What follows belongs to an exercise in optimizing a design on an open flow for a short achievable clock period and few clock cycles; a production flow would make more cautious choices. RTL that was checked went through simulation tests only; none was proved equivalent to the original. Power and IR drop assume default switching activity.

Design MultiCPU, start of the top module:
module MultiCPU(
    input clk,
    input reset,
    input [31:0] Data_in,
    output mem_w,
    output [2:0] RAMCtrl,
    output [31:0] Data_out,
    output [31:0] Addr_out
    );
For scale: about 100 I/O pins, about 0.32 mm2 of cells after synthesis.
clock: 13.0 ns
lec_check: 0
cap_margin: 30
cell_pad_in_sites_detail_placement: 1
cell_pad_in_sites_global_placement: 1
core_margin: 2
core_utilization: 40
place_density: 0.55
slew_margin: 30
synth_hierarchical: 1
synth_minimum_keep_size: 0
standard.sh (not shown) runs the stock make flow with config.mk's settings and CLKGATE_MAP_FILE= SYNTH_SCRIPT=/design/flow/synth_recipe.tcl, a recipe that flattens the netlist after the stock synthesis.
==> flow/flow/run.sh <==
#!/bin/bash
set -euo pipefail
cd "$(dirname "$0")/.."
MARGIN=$(cat flow/setup_margin.txt)
bash standard.sh SETUP_SLACK_MARGIN=$MARGIN finish > flow_make.log 2>&1
==> flow/flow/setup_margin.txt <==
8.5
The baseline went through all stages and came out clean.
Testbench counts at the start, summed over its fixed seeds: cycles 26,377.
Change:
PLACE_DENSITY = 0.45   (was 0.55)
The changed run finished with timing, DRC and antenna clean.
Die area is unchanged.
Cell count is about the same.
Setup slack is better by 22 ps.
Utilization goes down by 0.20 points.
Worst hold slack stays flat.
Critical path depth goes up by 4.
Total power falls slightly.

* * *

## TR
Another version of the RTL of MultiCPU (not shown whole).
Size: ~28000 cells after synthesis.
clock: 13.0 ns
lec_check: 0
cap_margin: 30
cell_pad_in_sites_detail_placement: 1
cell_pad_in_sites_global_placement: 1
core_margin: 2
core_utilization: 40
place_density: 0.55
slew_margin: 30
synth_hierarchical: 1
synth_minimum_keep_size: 0
==> flow/flow/setup_margin.txt <==
8.3
Scripts as last shown in full above: flow/flow/run.sh
TR finished every stage and its layout cleared the timing, design-rule and antenna checks.
diff inputs: TR => PW
- MIN_ROUTING_LAYER: unset -> met2
- PLACE_DENSITY: 0.55 -> unset
[summary]
Comparing PW with TR, the number of cells after detailed placement came out essentially unchanged. PW vs TR: total setup buffers inserted after CTS down by more than 10%. Diff TR -> PW: placement-stage cell area held, TritonCTS buffer count shrank by 1.0%. PW | ERROR | global routing (5_1_grt). TR: full flow OK, the timing, design-rule and antenna checks passed. Going from TR to PW, placer's final routability congestion estimate grew by more than 10%. On H-tree depth, TR and PW are neck and neck. Looking only at half-perimeter wire length of the detailed placement result, and setting everything else aside, the lower value of TR and PW goes to TR.
No functional check of the RTL was part of any run of this note.

* * *

Another version of the RTL of MultiCPU (not shown whole).
Size: ~29000 cells after synthesis, ~100 I/O pins, roughly 320000 sq um of cells after synthesis.
Design MultiCPU, start of the top module:
module MultiCPU(
    input clk,
    input reset,
    input [31:0] Data_in,
    output mem_w,
    output [2:0] RAMCtrl,
    output [31:0] Data_out,
    output [31:0] Addr_out
    );
export LEC_CHECK = 0
export CAP_MARGIN = 30
export CELL_PAD_IN_SITES_DETAIL_PLACEMENT = 1
export CELL_PAD_IN_SITES_GLOBAL_PLACEMENT = 1
export CORE_MARGIN = 2
export CORE_UTILIZATION = 40
export PLACE_DENSITY = 0.55
export SLEW_MARGIN = 30
export SYNTH_HIERARCHICAL = 1
export SYNTH_MINIMUM_KEEP_SIZE = 0
create_clock -name core_clock -period 13.0 [get_ports {clk}]
==> flow/flow/setup_margin.txt <==
8.5
Scripts as last shown in full above: flow/flow/run.sh
The baseline passed the timing, design-rule and antenna checks.
Testbench counts at the start, summed over its fixed seeds: cycles 26,377.
Rerun with:
==> flow/flow/setup_margin.txt (replaced) <==
8.3
Power goes down by 2.3%. Area after synthesis does not change. Sequential power is about the same. Worst setup slack loses 0.19 ns. Combinational power goes down by about 5%. Clock-buffer cell count goes up by 20. First-iteration DRC count goes up by 7.2%.

* * *

MultiCPU, a different RTL version from the one above (not shown whole).
Size in the first run: about 100 I/O pins, roughly 350,000 sq um of cells after synthesis.
Design MultiCPU, start of the top module:
module MultiCPU(
    input clk,
    input reset,
    input [31:0] Data_in,
    output mem_w,
    output [2:0] RAMCtrl,
    output [31:0] Data_out,
    output [31:0] Addr_out
    );
Settings: LEC_CHECK=0, CAP_MARGIN=30, CELL_PAD_IN_SITES_DETAIL_PLACEMENT=1, CELL_PAD_IN_SITES_GLOBAL_PLACEMENT=1, CORE_MARGIN=2, CORE_UTILIZATION=40, PLACE_DENSITY=0.55, SLEW_MARGIN=30, SYNTH_HIERARCHICAL=1, SYNTH_MINIMUM_KEEP_SIZE=0; clock period 13.0 ns.
==> flow/flow/setup_margin.txt <==
8.5
Scripts as last shown in full above: flow/flow/run.sh
Then changed:
--- a/flow/config.mk
+++ b/flow/config.mk
@@ -12,3 +12,3 @@
 export CORE_UTILIZATION = 40
-export PLACE_DENSITY = 0.55
+export PLACE_DENSITY = 0.5
 export SLEW_MARGIN = 30
- The changed run passed the timing, design-rule and antenna checks
- power went up by 3.9%
- cell area went up by 0.91%
- core utilization went up by 0.42 points
- global-route usage went up by 0.25 points
- count of clock-buffer cells in the layout went down by 9
- final cell count went up by 0.36%
- synthesized area is unchanged
- die area stays the same
- flip-flop and latch count is unchanged
- sequential power hardly moves
No functional check of the RTL was part of any run of this note.

==> static timing again, ports no longer ideal <==
No port has a modelled driver above. Below, the same layouts with a new extraction and two added sets of constraints.
Step 1: set_driving_cell puts a clkbuf_16 on clk and a buf_2 on each other input, an assumption about the parent block.
Step 2 moves the port delays by t, midway between the first and last clock arrival at a register: inputs arrive t later, outputs are due t later. That takes back most of the time a late clock gives input paths.
Three values: ideal, step 1, step 2; two values: the first two.
| run | shift t [ns] | setup WS [ns] | worst setup path after step 2 | worst slew at a driven data input, ns | pins driven straight from the clock port |
|---|---|---|---|---|---|
| the first run of note 1 | 1.383 | 8.203 / 8.203 / 7.094 | input to register | 0.05 | 1 |
| the second run of note 1 | 1.356 | 8.225 / 8.225 / 7.225 | input to register | 0.04 | 1 |
| TR | 1.366 | 7.910 / 7.910 / 7.068 | input to register | 0.06 | 1 |
| the first run of note 3 | 1.373 | 8.171 / 8.171 / 7.127 | input to register | 0.36 | 1 |
| the second run of note 3 | 1.350 | 7.978 / 7.978 / 7.070 | input to register | 0.08 | 1 |
| the first run of note 4 | 1.304 | 8.062 / 8.062 / 7.390 | input to register | 0.04 | 1 |
| the second run of note 4 | 1.310 | 8.076 / 8.076 / 7.154 | input to register | 0.09 | 1 |
After both steps setup and hold are still met in every run listed. For the first run of note 1, which loses most, drivers alone change the setup slack by 0.000 ns; drivers and shift together by -1.109 ns.
